This is an optimization exercise on Yosys and OpenROAD, whose aim is small area, a short achievable clock period and few clock cycles, not a production implementation. Function was checked by simulation only, so behaviour that the tests miss may differ from the original. Power is estimated from default activity; no workload was simulated.

== run a ==
// core
module core #(
    parameter ADDR_W = 32,
    parameter INST_W = 32,
    parameter DATA_W = 32
)(
    input                   i_clk,
    input                   i_rst_n,
    output [ ADDR_W-1 : 0 ] o_i_addr,
    input  [ INST_W-1 : 0 ] i_i_inst,
    output                  o_d_we,
    output [ ADDR_W-1 : 0 ] o_d_addr,
    output [ DATA_W-1 : 0 ] o_d_wdata,
    input  [ DATA_W-1 : 0 ] i_d_rdata,
    output [        1 : 0 ] o_status,
    output                  o_status_valid
);
==> flow/config.mk <==
export PLATFORM = sky130hd
export DESIGN_NAME = core
export DESIGN_NICKNAME = core
export VERILOG_FILES = /design/flow/design.v
export SDC_FILE = /design/flow/constraint.sdc
export NUM_CORES = 8
export LEC_CHECK = 0
export CAP_MARGIN = 20
export CORE_MARGIN = 2
export CORE_UTILIZATION = 35
export SLEW_MARGIN = 20
==> flow/constraint.sdc <==
create_clock -name core_clock -period 10.0 [get_ports {i_clk}]
set_input_delay 2.0000 -clock core_clock [delete_from_list [all_inputs] [get_ports {i_clk}]]
set_output_delay 2.0000 -clock core_clock [all_outputs]
set_load 0.01 [all_outputs]
standard.sh (not shown) runs the stock make flow with config.mk's settings and CLKGATE_MAP_FILE= SYNTH_SCRIPT=/design/flow/synth_recipe.tcl, a recipe that flattens the netlist after the stock synthesis.
==> flow/flow/run.sh <==
#!/bin/bash
# Layout: the standard flow (standard.sh) with these changes:
#  - repair_timing aims at a setup slack of 7 ns on the 10 ns clock (a 3 ns
#    period), working on the worst path only (TNS_END_PERCENT 0), so the
#    achieved period is pushed down without upsizing every path;
#  - synthesis leaves adders to abc instead of mapping them to full/half
#    adder cells (ADDER_MAP_FILE empty);
#  - the branch-target adder module tgt_add is kept as its own module through
#    abc (then flattened as usual), so abc maps it for its own critical path
#    (it sits on a path from the i_i_inst input).
# Registers, their names and types are those of the standard synthesis.
cd "$(dirname "$0")/.."
export SETUP_SLACK_MARGIN=7
export TNS_END_PERCENT=0
export ADDER_MAP_FILE=
export SYNTH_KEEP_MODULES=tgt_add
bash standard.sh > standard.log 2>&1
Testbench counts of run a, summed over its fixed seeds: cycles 164,830.
What run b does differently from run a at the input level:
--- a/flow/design.v
+++ b/flow/design.v
@@ -36,21 +36,21 @@
 wire o_sll  = (op == 6'd13);
 wire o_srl  = (op == 6'd14);
 wire o_blt  = (op == 6'd15);
 wire o_bge  = (op == 6'd16);
 wire o_bltu = (op == 6'd17);
 wire o_bgeu = (op == 6'd18);
 wire o_eof  = (op == 6'd19);
 assign is_r    = o_add | o_sub | o_addu | o_subu | o_and | o_or | o_xor | o_slt | o_sll | o_srl;
 assign wr_reg  = is_r | o_addi;
 assign use_imm = o_addi | o_lw | o_sw;
-assign sub     = o_sub | o_subu | o_slt | o_blt | o_bge | o_bltu | o_bgeu;
+assign sub     = o_sub | o_subu;
 assign ovf_s   = o_add | o_sub | o_addi;
 assign ovf_u   = o_addu;
 assign ovf_su  = o_subu;
 assign ovf_sub = o_sub;
 assign lw      = o_lw;
 assign sw      = o_sw;
 assign res_sel = {o_sw, o_srl, o_sll, o_slt, o_xor, o_or, o_and,
                   (o_add | o_sub | o_addu | o_subu | o_addi | o_lw)};
 assign br_eq   = o_beq;
 assign br_ne   = o_bne;
@@ -225,35 +225,27 @@
 ks_add #(.W(32)) adder (.a(a_e), .b(y), .cin(sub_e), .s(s), .c(cv), .cout(c32));
 wire        b_zero = (b_e == 32'd0);
 wire        b_min  = (b_e == 32'h80000000);
 wire        ov_s = cv[31] ^ c32;
 wire        ov_sub = b_min ? a_e[31] : ov_s;
 wire [23:0] hx = a_e[31:8];
 wire [23:0] hy = imm_x[31:8];
 wire [23:0] hcin = {hx[22:0] | hy[22:0], cv[8]};
 wire        mem_ovf = ~&((hx ^ hy) ~^ hcin);
 wire        eq = (a_e == b_e);
-wire        lt = s[31] ^ ov_s;
-wire        gt = ~lt & ~eq;
+wire        gt;
+ks_add #(.W(32)) cmp (.a({~a_e[31], a_e[30:0]}), .b({b_e[31], ~b_e[30:0]}), .cin(1'b0),
+                      .s(), .c(), .cout(gt));
+wire        lt = ~gt & ~eq;
 wire        sh_big = |b_e[31:5];
-reg  [31:0] a_rev, sh_rev;
-integer j;
-always @(*) begin
-    for (j = 0; j < 32; j = j + 1) a_rev[j] = a_e[31-j];
-end
-wire [31:0] sh_in = sel_e[5] ? a_rev : a_e;
-wire [31:0] sh    = sh_in >> b_e[4:0];
-always @(*) begin
-    for (j = 0; j < 32; j = j + 1) sh_rev[j] = sh[31-j];
-end
-wire [31:0] sll_r = sh_big ? 32'd0 : sh_rev;
-wire [31:0] srl_r = sh_big ? 32'd0 : sh;
+wire [31:0] sll_r = sh_big ? 32'd0 : (a_e << b_e[4:0]);
+wire [31:0] srl_r = sh_big ? 32'd0 : (a_e >> b_e[4:0]);
 assign      alu_e = ({32{sel_e[0]}} & s)
                   | ({32{sel_e[1]}} & (a_e & b_e))
                   | ({32{sel_e[2]}} & (a_e | b_e))
                   | ({32{sel_e[3]}} & (a_e ^ b_e))
                   | ({32{sel_e[4]}} & {31'd0, lt})
                   | ({32{sel_e[5]}} & sll_r)
                   | ({32{sel_e[6]}} & srl_r)
                   | ({32{sel_e[7]}} & b_e);
 wire ovf_e = (ovf_s_e & ~ovf_sub_e & ov_s)
            | (ovf_sub_e & ov_sub)
### Flow results
Run a leaves less setup margin than run b. A launch point of the critical path of i_i_inst[16] is what run b shows, while i_i_inst[18] belongs to run a. Run b vs run a on multiplexer fraction of the synthesized cell area: run b is the lower one. Diff run a..run b | clock share of power | negligible. Between run b and run a, it is run b whose initial antenna violation count is higher, by 2. met3 routing resource usage after global routing, run a and run b, lower one = run a. Summary of run b over run a: required time at the worst-slack endpoint has decreased, aggregate routed wire length increased by 12,000 um relative to the old numbers, clock-pin slew of the registers on the worst-case setup and hold paths did not really move, total power after layout saw little to no change.
Testbench counts of run b, summed over its fixed seeds: cycles 164,830.

========
== job 101 ==
Another version of the RTL of core (not shown whole).
Size in the first run: about 5000 cells after synthesis, about 170 I/O pins.
## core
module core #(
    parameter ADDR_W = 32,
    parameter INST_W = 32,
    parameter DATA_W = 32
)(
    input                   i_clk,
    input                   i_rst_n,
    output [ ADDR_W-1 : 0 ] o_i_addr,
    input  [ INST_W-1 : 0 ] i_i_inst,
    output                  o_d_we,
    output [ ADDR_W-1 : 0 ] o_d_addr,
    output [ DATA_W-1 : 0 ] o_d_wdata,
    input  [ DATA_W-1 : 0 ] i_d_rdata,
    output [        1 : 0 ] o_status,
    output                  o_status_valid
);
==> flow/config.mk <==
export PLATFORM = sky130hd
export DESIGN_NAME = core
export DESIGN_NICKNAME = core
export VERILOG_FILES = /design/flow/design.v
export SDC_FILE = /design/flow/constraint.sdc
export NUM_CORES = 8
export LEC_CHECK = 0
export CAP_MARGIN = 20
export CORE_MARGIN = 2
export CORE_UTILIZATION = 40
export CTS_BUF_LIST = sky130_fd_sc_hd__clkbuf_8
export SLEW_MARGIN = 20
==> flow/constraint.sdc <==
create_clock -name core_clock -period 10.0 [get_ports {i_clk}]
set_input_delay 2.0000 -clock core_clock [delete_from_list [all_inputs] [get_ports {i_clk}]]
set_output_delay 2.0000 -clock core_clock [all_outputs]
set_load 0.01 [all_outputs]
==> flow/flow/run.sh <==
#!/bin/bash
# Layout: the standard flow (standard.sh) with these changes:
#  - repair_timing aims at a setup slack of 7 ns on the 10 ns clock (a 3 ns
#    period), working on the worst path only (TNS_END_PERCENT 0), so the
#    achieved period is pushed down without upsizing every path;
#  - synthesis leaves adders to abc instead of mapping them to full/half
#    adder cells (ADDER_MAP_FILE empty);
#  - the branch-target adder module tgt_add is kept as its own module through
#    abc (then flattened as usual), so abc maps it for its own critical path
#    (it sits on a path from the i_i_inst input);
#  - every port still gets its buffer, but a buf_4 instead of the delay cell
#    buffer_ports picks by default;
cd "$(dirname "$0")/.."
export SETUP_SLACK_MARGIN=7
export TNS_END_PERCENT=0
export ADDER_MAP_FILE=
export SYNTH_KEEP_MODULES=tgt_add
export BUFFER_PORTS_ARGS="-buffer_cell sky130_fd_sc_hd__buf_4"
bash standard.sh > standard.log 2>&1
Testbench counts of job 101, summed over its fixed seeds: cycles 164,830.
The inputs of job 102 differ from those of job 101 as listed below.
--- a/flow/design.v
+++ b/flow/design.v
@@ -58,57 +58,61 @@
 assign br_le   = o_bge | o_bgeu;
 assign br_sext = o_blt | o_bge;
 assign eof     = o_eof;
 assign use_rt  = is_r | o_sw | o_beq | o_bne | o_blt | o_bge | o_bltu | o_bgeu;
 endmodule
 module registerFile (
     input             i_clk,
     input             i_rst_n,
     input             we,
     input      [4:0]  waddr,
     input      [31:0] wdata,
     input      [4:0]  raddr0,
+    input             rden0,
     input      [4:0]  raddr1,
+    input             rden1,
     output     [31:0] rdata0,
     output     [31:0] rdata1
 );
 reg  [31:0] vld;
+wire [31:0] sel0, sel1;
 wire [31:0] q [0:31];
 genvar i;
 generate
     for (i = 0; i < 32; i = i + 1) begin : g_reg
         reg [31:0] r;
         always @(posedge i_clk) begin
             if (we && waddr == i) r <= wdata;
         end
-        assign q[i] = r;
+        assign q[i]    = r;
+        assign sel0[i] = vld[i] & rden0 & (raddr0 == i);
+        assign sel1[i] = vld[i] & rden1 & (raddr1 == i);
     end
 endgenerate
 always @(posedge i_clk or negedge i_rst_n) begin
     if (!i_rst_n)   vld <= 32'd0;
     else if (we)    vld[waddr] <= 1'b1;
 end
-reg [31:0] lo0, hi0, lo1, hi1;
+reg [31:0] o0, o1;
 integer k;
 always @(*) begin
-    lo0 = 32'd0; hi0 = 32'd0; lo1 = 32'd0; hi1 = 32'd0;
-    for (k = 0; k < 16; k = k + 1) begin
-        lo0 = lo0 | ({32{vld[k]    & (raddr0[3:0] == k)}} & q[k]);
-        hi0 = hi0 | ({32{vld[k+16] & (raddr0[3:0] == k)}} & q[k+16]);
-        lo1 = lo1 | ({32{vld[k]    & (raddr1[3:0] == k)}} & q[k]);
-        hi1 = hi1 | ({32{vld[k+16] & (raddr1[3:0] == k)}} & q[k+16]);
+    o0 = 32'd0;
+    o1 = 32'd0;
+    for (k = 0; k < 32; k = k + 1) begin
+        o0 = o0 | ({32{sel0[k]}} & q[k]);
+        o1 = o1 | ({32{sel1[k]}} & q[k]);
     end
 end
-assign rdata0 = raddr0[4] ? hi0 : lo0;
-assign rdata1 = raddr1[4] ? hi1 : lo1;
+assign rdata0 = o0;
+assign rdata1 = o1;
 endmodule
 module core #(
     parameter ADDR_W = 32,
     parameter INST_W = 32,
     parameter DATA_W = 32
 )(
     input                   i_clk,
     input                   i_rst_n,
     output [ ADDR_W-1 : 0 ] o_i_addr,
     input  [ INST_W-1 : 0 ] i_i_inst,
     output                  o_d_we,
     output [ ADDR_W-1 : 0 ] o_d_addr,
@@ -178,25 +182,27 @@
 );
 wire [4:0] d_dst = d_is_r ? rd : rt;
 wire        rf_we = w_we | w_ld;
 wire [31:0] rf_wdata = w_ld ? i_d_rdata : res_w;
 wire [31:0] rf_a, rf_b;
 registerFile RF (
     .i_clk  (i_clk),
     .i_rst_n(i_rst_n),
     .we     (rf_we),
     .waddr  (rd_w),
     .wdata  (rf_wdata),
     .raddr0 (rs),
+    .rden0  (1'b1),
     .raddr1 (rt),
+    .rden1  (1'b1),
     .rdata0 (rf_a),
     .rdata1 (rf_b)
 );
 wire [31:0] alu_e;
 wire        dae = ve & wr_e & (rd_e == rs);
 wire        dbe = ve & wr_e & (rd_e == rt);
 wire        dam = m_we & (rd_m == rs);
 wire        dbm = m_we & (rd_m == rt);
 wire        daw = rf_we & (rd_w == rs);
 wire        dbw = rf_we & (rd_w == rt);
 wire        sa_m = ~dae & dam;
 wire        sa_w = ~dae & ~dam & daw;
==> run notes <==
- Job 102 completed every stage of the flow, and the final layout passed the timing, DRC and antenna checks.
- a_d[1]$_DFF_P_ as the worst setup path endpoint was reported by job 101, and a_d[29]$_DFF_P_ by job 102.
- Diff job 101 -> job 102: arrival time of the worst setup path shrank by 0.16 ns; final design utilization saw an increase; post-synthesis to final-layout area growth increased 2.2 points; via count of the first global-routing pass increased 2.3%; clock share of power now sits lower.
- Job 102 — global-route met1 utilization 0.74 points higher, job 101 as reference
- Compared with job 101, job 102 shows count of distinct cell types in the synthesized netlist that has gone down by a few percent.
- Compared with job 101, job 102 shows switching power higher by 3.2%.
Testbench counts of job 102, summed over its fixed seeds: cycles 164,830.

## static timing again, ports no longer ideal
The results above use ideal ports. As a check the final layouts listed here were re-extracted and re-timed, cells and wires unchanged.
Step 1, drivers: a clkbuf_16 drives i_clk and a buf_2 each remaining input, both assumed.
Step 2 moves the port delays by t, midway between the first and last clock arrival at a register: inputs arrive t later, outputs are due t later. That takes back most of the time a late clock gives input paths.
Slacks: no drivers / after step 1 / after step 2; pairs: no drivers / after step 1.
run | t (ns) | slack for setup (ns) | worst setup path after step 2 | latest minus earliest clock arrival (ns) | worst slew at a driven data input, ns
run a | 0.881 | 5.828 / 5.871 / 4.990 | input to register | 0.069 / 0.069 | 0.15
run b | 0.897 | 6.087 / 6.128 / 5.231 | input to register | 0.049 / 0.049 | 0.08
job 101 | 1.058 | 6.084 / 6.043 / 4.986 | input to register | 0.074 / 0.075 | 0.17
job 102 | 1.011 | 6.223 / 6.242 / 5.230 | input to register | 0.084 / 0.083 | 0.07
After both steps every run listed still meets setup and hold. For job 101, which loses most, drivers alone change the setup slack by -0.041 ns; drivers and shift together by -1.098 ns.
